This design comes from an exercise in tuning for small area on the open sky130 flow, not from production work. RTL that was checked went through simulation tests only; none was proved equivalent to the original. The clock port is modelled as an ideal driver; clocking choices that lean on that would not hold on a real chip. No activity file was given, so power comes from the tool's default toggle rates.

==> flow/design.v <==
`timescale 1ns / 1ps
module top(
    input clk_100MHz,
    input rst,
    input reset_button,
    input saveH_button,
    input saveL_button,
    input [7:0] sensors_input,
    input [7:0] setup_input,
    output reg [7:0] cathodes,  
    output reg [7:0] anodes,  
    output reg [2:0] LED1,  
    output reg [2:0] LED2  
    );
    function [3:0] level;
        input [7:0] c;
        level = {c[7], c[3] & ~c[7], (c[1] & ~c[3]) | (c[5] & ~c[7]),
                 (c[0] & ~c[1]) | (c[2] & ~c[3]) | (c[4] & ~c[5]) | (c[6] & ~c[7])};
    endfunction
    function valid;
        input [7:0] c;
        valid = ~|(c[7:1] & ~c[6:0]);
    endfunction
    reg rb_out, sh_out, sl_out;
    reg prev_rb, prev_sh, prev_sl;
    wire reset = rst | rb_out;
    reg [9:0] scan;
    wire tick = (scan == 10'd690);
    always @(posedge clk_100MHz)
        if (reset | tick) scan <= 10'd0;
        else scan <= {scan[8:0], ~(scan[9] ^ scan[6])};
    reg [9:0] tcnt;
    wire tcnt_last = (&tcnt[9:5]) & (&tcnt[2:0]);
    always @(posedge clk_100MHz)
        if (reset) tcnt <= 10'd0;
        else if (tick) tcnt <= tcnt_last ? 10'd0 : tcnt + 10'd1;
    wire blink = (tcnt < 10'd499) | ((tcnt == 10'd499) & ~tick);
    wire [1:0] digit = tcnt[1:0];
    always @(posedge clk_100MHz)
        if (reset) begin
            rb_out <= 1'b0; sh_out <= 1'b0; sl_out <= 1'b0;
            prev_rb <= 1'b0; prev_sh <= 1'b0; prev_sl <= 1'b0;
        end else if (tick) begin
            rb_out <= reset_button & ~prev_rb;
            sh_out <= saveH_button & ~prev_sh;
            sl_out <= saveL_button & ~prev_sl;
            prev_rb <= reset_button;
            prev_sh <= saveH_button;
            prev_sl <= saveL_button;
        end
    reg [3:0] k1, k2;
    reg G, L;
    reg [2:0] h3, lo;
    wire h8 = ~|h3;
    wire [3:0] sl = level(setup_input);
    wire sv = valid(setup_input);
    wire err = ~valid(sensors_input);
    wire sl_gt_lo = sl[3] | (sl[2:0] > lo);
    wire sl_lt_hi = ~sl[3] & (h8 | (sl[2:0] < h3));
    always @(posedge clk_100MHz)
        if (reset) begin
            k1 <= 4'd0; k2 <= 4'd0; G <= 1'b0; L <= 1'b0;
            h3 <= 3'd0; lo <= 3'd0;
        end else begin
            k1 <= err ? 4'd0 : level(sensors_input);
            k2 <= k1;
            G <= k1[3] | (~h8 & (k1[2:0] >= h3));
            L <= ~k1[3] & (k1[2:0] <= lo);
            if (sh_out & sv & sl_gt_lo) h3 <= sl[2:0];
            else if (sl_out & sv & sl_lt_hi) lo <= sl[2:0];
        end
    reg [7:0] tens_pat, units_pat;
    always @(*)
        if (k2[3]) begin
            tens_pat = 8'h03;
            units_pat = 8'h03;
        end else begin
            tens_pat = (k2[2:0] == 3'd0) ? 8'hFF : (k2[2:0] == 3'd1) ? 8'h9F :
                       (k2[2:0] == 3'd2) ? 8'h25 : (k2[2:0] == 3'd3) ? 8'h0D :
                       (k2[2:0] == 3'd4) ? 8'h49 : (k2[2:0] == 3'd5) ? 8'h41 :
                       (k2[2:0] == 3'd6) ? 8'h1F : 8'h01;
            units_pat = (k2[2:0] == 3'd1) ? 8'h25 : (k2[2:0] == 3'd2) ? 8'h49 :
                        (k2[2:0] == 3'd3) ? 8'h01 : (k2[2:0] == 3'd5) ? 8'h0D :
                        (k2[2:0] == 3'd6) ? 8'h49 : (k2[2:0] == 3'd7) ? 8'h01 : 8'h03;
        end
    wire [7:0] hund_pat = k2[3] ? 8'h9F : 8'hFF;
    wire [7:0] stat_pat = err ? 8'h61 : G ? 8'h91 : L ? 8'hE3 : 8'hC5;
    wire [7:0] digit_pat =
        (digit == 2'd0) ? hund_pat : (digit == 2'd1) ? tens_pat :
        (digit == 2'd2) ? units_pat : stat_pat;
    wire [2:0] led = err ? 3'b100 : G ? {blink, 2'b00} : L ? {blink, blink, 1'b0} : 3'b010;
    always @(*) begin
        anodes = reset ? 8'hFF : {~(4'b1000 >> digit), 4'hF};
        cathodes = reset ? 8'hFF : digit_pat;
        LED1 = reset ? 3'd0 : led;
        LED2 = LED1;
    end
endmodule
Settings: LEC_CHECK=0, CAP_MARGIN=20, CORE_MARGIN=2, CORE_UTILIZATION=40, SLEW_MARGIN=20; clock period 10.0 ns.
standard.sh (not shown) runs the stock make flow with config.mk's settings and CLKGATE_MAP_FILE= SYNTH_SCRIPT=/design/flow/synth_recipe.tcl, a recipe that flattens the netlist after the stock synthesis.
==> flow/flow/run.sh <==
#!/bin/bash
# The standard ORFS layout (standard.sh) with these changes:
#  - synthesis maps the logic with an area-oriented abc script (flow/abc_area.script)
#    in place of ORFS's speed script, and leaves adders to abc (no ADDER_MAP_FILE);
#    everything else in synthesis is the standard flow's own (synth_recipe.tcl);
#  - port buffers use the smallest buffer cell.
# Each tool's output is in orfs/logs/; make's output is in flow.log.
set -euo pipefail
HERE=$(pwd)
{
  echo 'proc abc {args} {'
  echo '  set i [lsearch -exact $args -script]'
  echo "  if {\$i >= 0} { set args [lreplace \$args \$i [expr {\$i + 1}] -script $HERE/flow/abc_area.script] }"
  echo '  yosys abc {*}$args'
  echo '}'
  cat synth_recipe.tcl
} > area_synth.tcl
sed -e "s#SYNTH_SCRIPT=[^ ]*#SYNTH_SCRIPT=$HERE/area_synth.tcl ADDER_MAP_FILE=#" standard.sh > area_standard.sh
grep -q "SYNTH_SCRIPT=$HERE/area_synth.tcl ADDER_MAP_FILE=" area_standard.sh
export BUFFER_PORTS_ARGS="-buffer_cell sky130_fd_sc_hd__buf_1"
export CTS_ARGS="-sink_clustering_enable -repair_clock_nets -dont_use_dummy_load -buf_list {sky130_fd_sc_hd__clkbuf_4}"
bash area_standard.sh > flow.log 2>&1
==> flow/flow/abc_area.script <==
strash
&get -n
&st
&deepsyn -T 30
&put
strash
dch -f
&get -n
&nf -R 1000
&put
topo
Edit:
--- a/flow/flow/run.sh
+++ b/flow/flow/run.sh
@@ -20,3 +20,3 @@
 export BUFFER_PORTS_ARGS="-buffer_cell sky130_fd_sc_hd__buf_1"
-export CTS_ARGS="-sink_clustering_enable -repair_clock_nets -dont_use_dummy_load -buf_list {sky130_fd_sc_hd__clkbuf_4}"
+export CTS_ARGS="-sink_clustering_enable -repair_clock_nets -dont_use_dummy_load -sink_clustering_size 50 -sink_clustering_max_diameter 500 -buf_list {sky130_fd_sc_hd__clkbuf_8 sky130_fd_sc_hd__clkbuf_16}"
 bash area_standard.sh > flow.log 2>&1
The new run passed the timing, design-rule and antenna checks.
Setup slack is better by 0.0065 ns.
Die area stays the same.
Clock skew fell by 0.0095 ns.
Function was not checked in any run of this note: the RTL went through the layout flow alone.

========
Another version of the RTL of top (not shown whole).
For scale: roughly 220 cells after synthesis, about 43 I/O pins, about 1800 sq um of cells after synthesis.
clock: 10.0 ns
lec_check: 0
cap_margin: 10
core_margin: 2
core_utilization: 40
gpl_timing_driven: 0
slew_margin: 10
==> flow/flow/run.sh <==
#!/bin/bash
# The standard ORFS layout (standard.sh) with these changes:
#  - synthesis maps the logic with area-oriented abc scripts (deepsyn, optional
#    &mfs rounds, then &nf), one per deepsyn seed and variant, and keeps the
#    smallest result (flow/abc_multi.tcl), in place of ORFS's speed script; adders are left to abc (no ADDER_MAP_FILE);
#    everything else in synthesis is the standard flow's own (synth_recipe.tcl);
#  - port buffers use the smallest buffer cell;
#  - clock tree: clkbuf_4 buffers, clusters of up to 10 sinks, no dummy loads;
#    after CTS, flow/post_cts.tcl upsizes any clock buffer whose sinks' slew is
#    over 110 ps.
# Each tool's output is in orfs/logs/; make's output is in flow.log.
set -euo pipefail
HERE=$(pwd)
export ABC_DIR=$HERE/abc
# abc variants: deepsyn seeds 0..5, each followed directly by mapping (p),
# or by one (m) or two (h) rounds of 4-input LUT mapping and &mfs
# don't-care optimization before mapping
export ABC_SEEDS="0p 1p 2p 3p 4p 5p 0m 1m 2m 3m 4m 5m 0h 1h 2h 3h 4h 5h"
mkdir -p $ABC_DIR
for s in $ABC_SEEDS; do
  case $s in
    *p) mfs=() ;;
    *m) mfs=('&if -K 4 -a' '&mfs' '&st') ;;
    *h) mfs=('&if -K 4 -a' '&mfs' '&st' '&if -K 4 -a' '&mfs' '&st') ;;
  esac
  printf '%s\n' strash '&get -n' '&st' "&deepsyn -T 10 -S ${s%?}" "${mfs[@]}" '&put' strash 'dch -f' \
    '&get -n' '&nf -R 1000' '&put' topo > $ABC_DIR/abc_area_s$s.script
done
{
  echo "source $HERE/flow/abc_multi.tcl"
  cat synth_recipe.tcl
} > area_synth.tcl
sed -e "s#SYNTH_SCRIPT=[^ ]*#SYNTH_SCRIPT=$HERE/area_synth.tcl ADDER_MAP_FILE=#" standard.sh > area_standard.sh
grep -q "SYNTH_SCRIPT=$HERE/area_synth.tcl ADDER_MAP_FILE=" area_standard.sh
export BUFFER_PORTS_ARGS="-buffer_cell sky130_fd_sc_hd__buf_1"
export REMOVE_ABC_BUFFERS=1
export SKIP_REPAIR_TIE_FANOUT=1
export CTS_ARGS="-sink_clustering_enable -repair_clock_nets -dont_use_dummy_load -sink_clustering_size 10 -buf_list {sky130_fd_sc_hd__clkbuf_4}"
export POST_CTS_TCL=$HERE/flow/post_cts.tcl
bash area_standard.sh > flow.log 2>&1
==> flow/flow/abc_multi.tcl <==
# Sourced by the synthesis script before ORFS's synth.tcl. Replaces yosys's abc
# command as synth.tcl calls it: maps the logic once per deepsyn seed with an
# area-oriented abc script (abc_area_s<seed>.script, written by run.sh) and
# keeps the result with the smallest cell area.
proc abc {args} {
  set i [lsearch -exact $args -script]
  set lib [lindex $args [expr {[lsearch -exact $args -liberty] + 1}]]
  set best_area ""
  yosys design -save abc_in
  foreach seed $::env(ABC_SEEDS) {
    yosys design -load abc_in
    set script $::env(ABC_DIR)/abc_area_s$seed.script
    yosys abc {*}[lreplace $args $i [expr {$i + 1}] -script $script]
    yosys tee -q -o $::env(ABC_DIR)/abc_stat_s$seed.txt stat -liberty $lib
    set f [open $::env(ABC_DIR)/abc_stat_s$seed.txt]
    set txt [read $f]
    close $f
    regexp {Chip area for module '[^']*': ([0-9.]+)} $txt -> area
    puts "abc seed $seed: cell area $area"
    if { $best_area eq "" || $area < $best_area } {
      set best_area $area
      yosys design -save abc_best
    }
  }
  yosys design -load abc_best
  puts "abc: kept cell area $best_area"
}
Other scripts of this flow, unchanged in this note and not shown: flow/flow/post_cts.tcl
Rerun with:
--- a/flow/flow/run.sh
+++ b/flow/flow/run.sh
@@ -3,3 +3,3 @@
-#  - synthesis maps the logic with area-oriented abc scripts (deepsyn, optional
-#    &mfs rounds, then &nf), one per deepsyn seed and variant, and keeps the
-#    smallest result (flow/abc_multi.tcl), in place of ORFS's speed script; adders are left to abc (no ADDER_MAP_FILE);
+#  - synthesis maps the logic with an area-oriented abc script (deepsyn, then
+#    &nf), once per deepsyn seed and variant, and keeps the smallest result (flow/abc_multi.tcl),
+#    in place of ORFS's speed script; adders are left to abc (no ADDER_MAP_FILE);
@@ -15,4 +15,2 @@
-# abc variants: deepsyn seeds 0..5, each followed directly by mapping (p),
-# or by one (m) or two (h) rounds of 4-input LUT mapping and &mfs
-# don't-care optimization before mapping
-export ABC_SEEDS="0p 1p 2p 3p 4p 5p 0m 1m 2m 3m 4m 5m 0h 1h 2h 3h 4h 5h"
+# deepsyn variants: seed 0..5, each without and with two-input LUTs (-t)
+export ABC_SEEDS="0 1 2 3 4 5 0t 1t 2t 3t 4t 5t"
@@ -21,6 +19,3 @@
-  case $s in
-    *p) mfs=() ;;
-    *m) mfs=('&if -K 4 -a' '&mfs' '&st') ;;
-    *h) mfs=('&if -K 4 -a' '&mfs' '&st' '&if -K 4 -a' '&mfs' '&st') ;;
-  esac
-  printf '%s\n' strash '&get -n' '&st' "&deepsyn -T 10 -S ${s%?}" "${mfs[@]}" '&put' strash 'dch -f' \
+  opt="-S ${s%t}"
+  [[ $s == *t ]] && opt="$opt -t"
+  printf '%s\n' strash '&get -n' '&st' "&deepsyn -T 10 $opt" '&put' strash 'dch -f' \
What happened: Area after synthesis climbs slightly; clock-buffer cell count stays the same; first-iteration DRC count increases by well over a third.
Rerun with:
--- a/flow/flow/run.sh
+++ b/flow/flow/run.sh
@@ -33 +33 @@
-export CTS_ARGS="-sink_clustering_enable -repair_clock_nets -dont_use_dummy_load -sink_clustering_size 10 -buf_list {sky130_fd_sc_hd__clkbuf_4}"
+export CTS_ARGS="-sink_clustering_enable -repair_clock_nets -dont_use_dummy_load -sink_clustering_size 20 -sink_clustering_max_diameter 100 -sink_clustering_levels 1 -buf_list {sky130_fd_sc_hd__clkbuf_4 sky130_fd_sc_hd__clkbuf_8}"
The changed run completed with no timing, DRC or antenna violations.
Register-to-register slack improves by 50 ps.
Critical path depth is unchanged.
Clock power came out higher by 17%.
Fmax came out higher by 0.31%.
Worst setup slack improves by 18 ps.
Global-route usage came out lower by 0.18 points.
Routed wire length hardly moves.
First-iteration DRC count came out lower by 1.1%.
Rerun with:
--- a/flow/flow/run.sh
+++ b/flow/flow/run.sh
@@ -3,3 +3,3 @@
-#  - synthesis maps the logic with an area-oriented abc script (deepsyn, then
-#    &nf), once per deepsyn seed and variant, and keeps the smallest result (flow/abc_multi.tcl),
-#    in place of ORFS's speed script; adders are left to abc (no ADDER_MAP_FILE);
+#  - synthesis maps the logic with area-oriented abc scripts (deepsyn, optional
+#    &mfs rounds, then &nf), one per deepsyn seed and variant, and keeps the
+#    smallest result (flow/abc_multi.tcl), in place of ORFS's speed script; adders are left to abc (no ADDER_MAP_FILE);
@@ -15,2 +15,4 @@
-# deepsyn variants: seed 0..5, each without and with two-input LUTs (-t)
-export ABC_SEEDS="0 1 2 3 4 5 0t 1t 2t 3t 4t 5t"
+# abc variants: deepsyn seeds 0..5, each followed directly by mapping (p),
+# or by one (m) or two (h) rounds of 4-input LUT mapping and &mfs
+# don't-care optimization before mapping
+export ABC_SEEDS="6p 7p 8p 9p 10p 11p 6m 7m 8m 9m 10m 11m 6h 7h 8h 9h 10h 11h"
@@ -19,3 +21,6 @@
-  opt="-S ${s%t}"
-  [[ $s == *t ]] && opt="$opt -t"
-  printf '%s\n' strash '&get -n' '&st' "&deepsyn -T 10 $opt" '&put' strash 'dch -f' \
+  case $s in
+    *p) mfs=() ;;
+    *m) mfs=('&if -K 4 -a' '&mfs' '&st') ;;
+    *h) mfs=('&if -K 4 -a' '&mfs' '&st' '&if -K 4 -a' '&mfs' '&st') ;;
+  esac
+  printf '%s\n' strash '&get -n' '&st' "&deepsyn -T 10 -S ${s%?}" "${mfs[@]}" '&put' strash 'dch -f' \
@@ -33 +38 @@
-export CTS_ARGS="-sink_clustering_enable -repair_clock_nets -dont_use_dummy_load -sink_clustering_size 20 -sink_clustering_max_diameter 100 -sink_clustering_levels 1 -buf_list {sky130_fd_sc_hd__clkbuf_4 sky130_fd_sc_hd__clkbuf_8}"
+export CTS_ARGS="-sink_clustering_enable -repair_clock_nets -dont_use_dummy_load -sink_clustering_size 10 -buf_list {sky130_fd_sc_hd__clkbuf_4}"
After rerunning: Worst setup slack improves by 240 ps. Power decreases by 5.0%. Final area barely changes. Via count increases by about 0.9%. Final cell count decreases by about 2.3%. Hold slack hardly moves. Synthesized cell count decreases by about 3.6%. Non-clock buffer count increases by 1. Die area hardly moves. Global-route usage decreases by 0.46 points. Routed wire length hardly moves.

[separate check: timing with driven ports]
The flow's constraints put no driver on any port. The routed layouts listed below were extracted and timed again, unchanged, in two steps. Step 1 sets driving cells, clkbuf_16 on the clock port and buf_2 on the other inputs (assumed; they add their load-dependent delay and slew). Step 2 also shifts input and output timing later by t, the mid clock arrival at the registers, as if the neighbouring blocks saw the same clock. a / b / c = no drivers / after step 1 / after step 2; a / b = the first two.
| run | shift t [ns] | setup slack, ns | worst hold slack (ns) | clock arrival spread, ns |
|---|---|---|---|---|
| the first run of note 1 | 0.355 | 3.814 / 3.793 / 3.793 | 0.416 / 0.416 / 0.416 | 0.024 / 0.024 |
| the second run of note 1 | 0.308 | 3.821 / 3.800 / 3.800 | 0.411 / 0.411 / 0.411 | 0.014 / 0.015 |
| the first run of note 2 | 0.344 | 4.334 / 4.314 / 4.314 | 0.415 / 0.415 / 0.415 | 0.028 / 0.028 |
| the second run of note 2 | 0.350 | 4.213 / 4.186 / 4.186 | 0.421 / 0.421 / 0.421 | 0.021 / 0.021 |
| the third run of note 2 | 0.302 | 4.231 / 4.204 / 4.204 | 0.407 / 0.407 / 0.407 | 0.021 / 0.022 |
| the fourth run of note 2 | 0.345 | 4.466 / 4.439 / 4.439 | 0.409 / 0.409 / 0.409 | 0.025 / 0.025 |
After both steps setup and hold are still met in every run listed.
